Background: an optimization exercise with open tools, aiming at small area and a short achievable clock period. Do not read the settings as production practice. No run shown here included a check of the RTL's function; only the layout flow was run. Power and IR drop assume default switching activity.

==> flow/design.v, too long to show whole: its modules and the start of the top module <==
// module MAC: 3497 lines
module MAC(
	clk,
	rst_n,
	in_valid,
	in_mode,
	in_act,
	in_wgt,
	out_act_idx,
	out_wgt_idx,
	out_idx,
	out_valid,
	out_data,
	out_finish
);
  // ...
==> flow/flow/run.sh <==
#!/bin/bash
# Layout flow: the standard flow, except that synthesis skips Yosys's early
# "abc -fast" pass (SYNTH_ARGS=-noabc), so the full adders the RTL spells out
# map to full-adder cells without inverters between them. The registers keep
# the standard synthesis's instance names and cell types: the standard
# synthesis is run first for reference, and if the two differ in anything but
# the names, its netlist is used unchanged. Each step logs to a file here.
set -u
RES=$PWD/orfs/results/$FLOW_PLATFORM/MAC/base

bash standard.sh synth > 1_synth_standard.log 2>&1 || exit 1
cp "$RES/1_2_yosys.v" standard_netlist.v

bash standard.sh clean_synth > 1_clean.log 2>&1
if SYNTH_ARGS=-noabc bash standard.sh "$RES/1_2_yosys.v" > 1_synth_noabc.log 2>&1 &&
   python3 flow/match_regs.py standard_netlist.v "$RES/1_2_yosys.v" > 1_match_regs.log 2>&1; then
  echo "using the netlist synthesized without the early ABC pass" >> 1_match_regs.log
else
  echo "falling back to the standard netlist" >> 1_match_regs.log
  bash standard.sh clean_synth >> 1_clean.log 2>&1
  bash standard.sh synth > 1_synth_standard2.log 2>&1 || exit 1
fi

bash standard.sh > 2_layout.log 2>&1
==> flow/flow/match_regs.py <==
#!/usr/bin/env python3
"""Give the registers of a netlist the instance names of a reference netlist.

usage: match_regs.py REF.v NET.v

Both netlists come from the same RTL; register instance names have the form
<register bit>$<Yosys flip-flop type>, and the type part can differ between two
syntheses (an enable or reset absorbed with the other polarity). Each register
of NET.v is renamed to the reference register with the same register bit. NET.v
is rewritten only if both hold the same register bits in the same cell types;
otherwise the script exits with status 1 and leaves NET.v alone.
"""
import re
import sys

INST = re.compile(r'^(\s*)(sky130_fd_sc_hd__\w+)(\s+)(\S+)(\s*\()')
SEQ = re.compile(r'sky130_fd_sc_hd__(df|edf|sdf|dl)')


def regs(lines):
    found = {}
    for k, line in enumerate(lines):
        m = INST.match(line)
        if not m or not SEQ.match(m.group(2)):
            continue
        name = m.group(4)
        plain = name[1:] if name.startswith('\\') else name
        cut = plain.rfind('$_')
        base = plain[:cut] if cut >= 0 else plain
        if base in found:
            raise SystemExit(f"two registers share the bit name {base}")
        found[base] = (m.group(2), name, k)
    return found


def main():
    ref_lines = open(sys.argv[1]).read().split('\n')
    net_lines = open(sys.argv[2]).read().split('\n')
    ref, net = regs(ref_lines), regs(net_lines)
    if set(ref) != set(net):
        print("register bits differ:", sorted(set(ref) ^ set(net))[:20])
        return 1
    bad = [b for b in ref if ref[b][0] != net[b][0]]
    if bad:
        print("cell types differ:", [(b, ref[b][0], net[b][0]) for b in bad[:20]])
        return 1
    renamed = 0
    for b, (cell, name, k) in net.items():
        new = ref[b][1]
        if new != name:
            m = INST.match(net_lines[k])
            net_lines[k] = m.group(1) + cell + m.group(3) + new + \
                (' ' if new.startswith('\\') and not m.group(5).startswith(' ') else '') + \
                m.group(5) + net_lines[k][m.end():]
            renamed += 1
    open(sys.argv[2], 'w').write('\n'.join(net_lines))
    print(f"{len(net)} registers, {renamed} renamed")
    return 0


if __name__ == '__main__':
    sys.exit(main())
==> flow/standard.sh <==
#!/bin/bash
# synth_recipe.tcl (not shown) runs the flow's synth.tcl, then flattens the netlist and writes it again
# the make line also repeats each setting of config.mk as NAME=value (left out here)
make -C /OpenROAD-flow-scripts/flow DESIGN_CONFIG=/design/flow/config.mk WORK_HOME=/design/flow/orfs CLKGATE_MAP_FILE= SYNTH_SCRIPT=/design/flow/synth_recipe.tcl "${@:-finish}"
==> flow/config.mk <==
export PLATFORM = sky130hd
export DESIGN_NAME = MAC
export DESIGN_NICKNAME = MAC
export VERILOG_FILES = /design/flow/design.v
export SDC_FILE = /design/flow/constraint.sdc
export NUM_CORES = 4
export LEC_CHECK = 0
export CAP_MARGIN = 20
export CORE_MARGIN = 2
export CORE_UTILIZATION = 40
export SETUP_SLACK_MARGIN = 4.5
export SLEW_MARGIN = 20
==> flow/constraint.sdc <==
create_clock -name core_clock -period 8.4 [get_ports {clk}]
set_input_delay 1.6800 -clock core_clock [delete_from_list [all_inputs] [get_ports {clk}]]
set_output_delay 1.6800 -clock core_clock [all_outputs]
set_load 0.01 [all_outputs]
==> impl_metrics.env, run 1 <==
export IMPL_async_flop_share_pct=1.82
export IMPL_htreeDepth=2
export IMPL_use_met3_pct=11.2
export IMPL_synth_top_cell_by_area="fa_1"
export IMPL_rsz0062_at_grt="yes"
export IMPL_peakVddDrop_uv=267
export IMPL_dr_pass1_iters=13
export IMPL_area_share_nonclk_buffers_pct=12.5
export IMPL_cp_required_ns=8.91
export IMPL_crit_path_end_kind="flop"
export IMPL_slew_violations=0
export IMPL_clockNetworkPower_mw=2.51
export IMPL_crit_start="wr[23]$_DFF_P_"
export IMPL_initial_core_util_pct=40.5
export IMPL_final_common_cell="nor2_1"
export IMPL_taps=1368
export IMPL_yosys_area_share_adder_pct=50.5
export IMPL_hold_path_class="reg2reg"
export IMPL_dpl_instance_area_um2=45000
export IMPL_cp_common_cell="fa_2"
export IMPL_post_route_util_pct=52.8
export IMPL_die_area_um2=106000
export IMPL_clkbuf_count=63
export IMPL_cts_resized=475
export IMPL_synth_simple_area_share_pct=12.5
export IMPL_busiest_layer="met2"
export IMPL_grt_pass1_vias=32800
export IMPL_path_cells="buf_12 -> nor2_1 -> fa_2 -> fa_2 -> fa_2 -> fa_2 -> fa_2 -> fa_2 -> fa_2"
export IMPL_status="finished clean"
==> run 2, diff against run 1 <==
--- a/flow/config.mk
+++ b/flow/config.mk
@@ -9,4 +9,4 @@
 export CORE_MARGIN = 2
 export CORE_UTILIZATION = 40
-export SETUP_SLACK_MARGIN = 4.5
+export SETUP_SLACK_MARGIN = 4.0
 export SLEW_MARGIN = 20
==> run 2 against run 1 <==
Register-to-register slack lost 0.15 ns. Highest routed layer unchanged. Final cell count shrank 4.5%. Area after synthesis is the same. Still clean on timing, DRC and antenna.
==> impl_metrics.env, run 2 <==
export IMPL_status="finished clean"
export IMPL_first_iter_violations=3947
export IMPL_initial_core_util_pct=40.5
export IMPL_p_per_area_nw_per_um2=320
export IMPL_yosysMostFrequentCell="nor2_1"
export IMPL_final_antenna_net_count=0
export IMPL_crit_family="adder cells"
export IMPL_drc=0
export IMPL_synth_area_leaders="fa_1 48%, edfxtp_1 19%, nor2_1 9.9%"
export IMPL_min_path_cells=1
export IMPL_fin_area_um2=47700
export IMPL_dp_cells=4872
export IMPL_synth_top_family_by_area="adder cells"
export IMPL_yosysWarnings=1
export IMPL_max_freq_ghz=0.228
export IMPL_busiest_layer="met2"
export IMPL_die_area_um2=106000
export IMPL_dr_pass1_iters=6
export IMPL_area_delta_synth_final_pct=15.5
export IMPL_grt_use_met2_pct=41.4
export IMPL_wl_mm=149
export IMPL_viasPerCell=5.85
export IMPL_seq_area_um2=11500
export IMPL_multi_input_area_um2=29300
export IMPL_syn_instance_count=3473
export IMPL_die_w_um=326
export IMPL_nFillCells=9355
export IMPL_cp_common_cell="fa_1"
export IMPL_regMostFlops="wr"
export IMPL_drive_gt1_share_pct=8.79
export IMPL_num_vias=29500
export IMPL_finClkSkew_ns=0.0331
export IMPL_use_met3_pct=8.20
export IMPL_synth_top_cells_by_count="1091 x nor2_1, 984 x fa_1, 256 x edfxtp_1"
export IMPL_worst_path_stages=10
export IMPL_path_cells="buf_6 -> buf_4 -> nand2b_4 -> nor2_1 -> fa_1 -> fa_1 -> fa_1 -> fa_1 -> fa_1 -> fa_1"
export IMPL_cts_hold_fix_buffers=0
export IMPL_crit_path_end_kind="flop"
export IMPL_rsz0062_at_grt="yes"
export IMPL_synth_xor_area_share_pct=1.10
export IMPL_io_buffer_count=173
export IMPL_core_um2=102000
export IMPL_grt_pass1_vias=31400
export IMPL_dp_hpwl_mm=100
export IMPL_hold_violations=0
export IMPL_clk_pin_slew_ns=0.07
export IMPL_cts_tree="yes"
export IMPL_crit_path_max_fanout=12
export IMPL_synth_top_cell_area_share_pct=47.6
export IMPL_layout_nets=4780
export IMPL_antenna_found_initial=10
export IMPL_synth_compound_area_share_pct=5.66
export IMPL_p_leak_nw=21.1
export IMPL_clk_latency_ns=0.66
export IMPL_path_buf_inv=2
export IMPL_peakVddDrop_uv=211
export IMPL_grt_total_usage_pct=27.4
export IMPL_dpl_instance_area_um2=44500
export IMPL_wl_per_cell_um=29.6
export IMPL_final_setup_viol_count=0
export IMPL_critPathKind="reg2reg"
export IMPL_maxSlewHeadroom_pct=29.2
export IMPL_fin_cells=5043
export IMPL_synth_edf_count=256
export IMPL_synth_seq_area_share_pct=27.6
export IMPL_critPathSlowestCell="dfrtp_4"
export IMPL_fp_row_count=117
export IMPL_clk_path_buf_depth=3
export IMPL_slew_violations=0
export IMPL_final_common_cell="nor2_1"
export IMPL_yosys_area_share_adder_pct=50.5
export IMPL_grtUsageMet1_pct=36.6
export IMPL_io_pins=182
export IMPL_tns_ns=0
export IMPL_maxCapViolations=0
export IMPL_r2r_cells=10
export IMPL_synth_area_mux_share_pct=0.109
export IMPL_min_period_ns=4.38
export IMPL_synth_simple_area_share_pct=12.5
export IMPL_htreeDepth=2
export IMPL_synth_top_cell_by_area="fa_1"
export IMPL_hold_path_class="reg2reg"
export IMPL_power_total_mw=15.3
export IMPL_fin_crit_sh_pct=52.2
export IMPL_place_gp_congestion=0.948
export IMPL_fp_dieH_um=326
export IMPL_async_flop_share_pct=1.82
export IMPL_ys_ff_latch=440
export IMPL_final_cell_mix="1086 x nor2_1, 970 x fa_1, 256 x edfxtp_1"
export IMPL_syn_area_um2=41400
export IMPL_cp_required_ns=8.89
export IMPL_synth_cell_types=47
export IMPL_cts_buffers=51
export IMPL_clock_sinks=440
export IMPL_largest_register_ffs=36
export IMPL_cts_root_buf="clkbuf_16"
export IMPL_overflow=0
export IMPL_synth_ff_type="edfxtp_1"
export IMPL_arrival_ns=4.88
export IMPL_worstMarginPinSlew_ns=1.06
export IMPL_grt_max_degree=83
export IMPL_postSynthAreaPerCell_um2=11.9
export IMPL_grt_pass1_wl_mm=211
export IMPL_critPathMaxStageDelay_ns=0.54
export IMPL_cp_start_kind="flop"
## run 2: final timing paths
path / endpoint / start / slack (ns)
worst max-delay path: r1_1[5]$_DFF_P_ / mode$_DFFE_PN0P_ / 4.02
worst min-delay path: cs$_DFFE_PN0P_ / cs$_DFFE_PN0P_ / 0.49
worst max register to register: r1_1[5]$_DFF_P_ / mode$_DFFE_PN0P_ / 4.02
worst min register to register: cs$_DFFE_PN0P_ / cs$_DFFE_PN0P_ / 0.49
max in group asynchronous: mode$_DFFE_PN0P_ / rst_n / 6.58
min in group asynchronous: cnt[1]$_DFF_PN0_ / rst_n / 1.39
## run 2: cell families after synthesis
family / Yosys count
XOR/XNOR: 52
buffers and inverters: 251
multiplexers: 4
AND/OR/NAND/NOR: 1301
flip-flops: 440
other: 1
AO/OA/AOI/OAI: 347
adder cells (fa/ha/maj): 1077
## run 2: worst register-to-register path: cells and delay by family, from the launching register on
kind,cells,cell delay (ns)
adder cells (fa/ha/maj),6,2.85
flip-flops,1,0.54
AND/OR/NAND/NOR,2,0.50
buffers and inverters,2,0.33
## run 2: area by class of cell
class | instances | share of cell area [%]
multi-input combinational | 2792 | 61.4
inverter | 57 | 0.448
timing repair buffer | 289 | 6.86
tap | 1368 | 3.58
sequential | 440 | 24.0
antenna | 1 | 0.00524
clock buffer | 65 | 2.93
clock inverter | 31 | 0.763
## run 2: repair_timing
action                                  in CTS  in global routing
buffers inserted                            20                 42
cloned                                       1                 11
pin swaps                                    3                  7
gates resized for setup                     93                 92
endpoints found under the setup margin      95                 76
## run 2: stage by stage
step / hold slack, ns / util (%) / setup WS [ns]
2_1_floorplan: 0.442 / - / 3.97
6_report: 0.488 / 46.7 / 4.02
3_3_place_gp: 0.454 / 43.5 / 3.39
3_5_place_dp: 0.465 / 43.5 / 3.27
5_1_grt: 0.500 / 46.7 / 3.96
4_1_cts: 0.480 / 45.8 / 4.00
## run 2: routing by layer
layer	routed length [um]	part of all wire [%]	up-vias
met5	110	0.074	-
li1	-	-	11400
met1	53900	36	15300
met4	8210	5.5	16
met3	21200	14	417
met2	66000	44	2285
## run 2: power by group
part	switching, mW	internal (mW)
sequential	0.417	3.00
clock	1.03	1.35
combinational	4.93	4.55

==> port drivers added, routing unchanged <==
How much do the figures lean on ideal ports? The routed layouts below were timed once more, with nothing changed but the port constraints.
Step 1, drivers: a clkbuf_16 drives clk and a buf_2 each remaining input, both assumed.
Step 2 also shifts input and output timing later by t, the mid clock arrival at the registers, as if the neighbouring blocks saw the same clock.
Slacks: ideal / step 1 / step 2; pairs: ideal / step 1.
run	t (ns)	setup WS [ns]	hold slack, ns	worst slew at a driven data input, ns	pins driven straight from the clock port
run 1	0.722	4.170 / 4.170 / 4.093	0.481 / 0.481 / 0.481	0.15	1
run 2	0.710	4.018 / 3.998 / 3.548	0.488 / 0.488 / 0.488	0.18	1
After both steps every run listed still meets setup and hold. For run 2, which loses most, drivers alone change the setup slack by -0.020 ns; drivers and shift together by -0.470 ns.
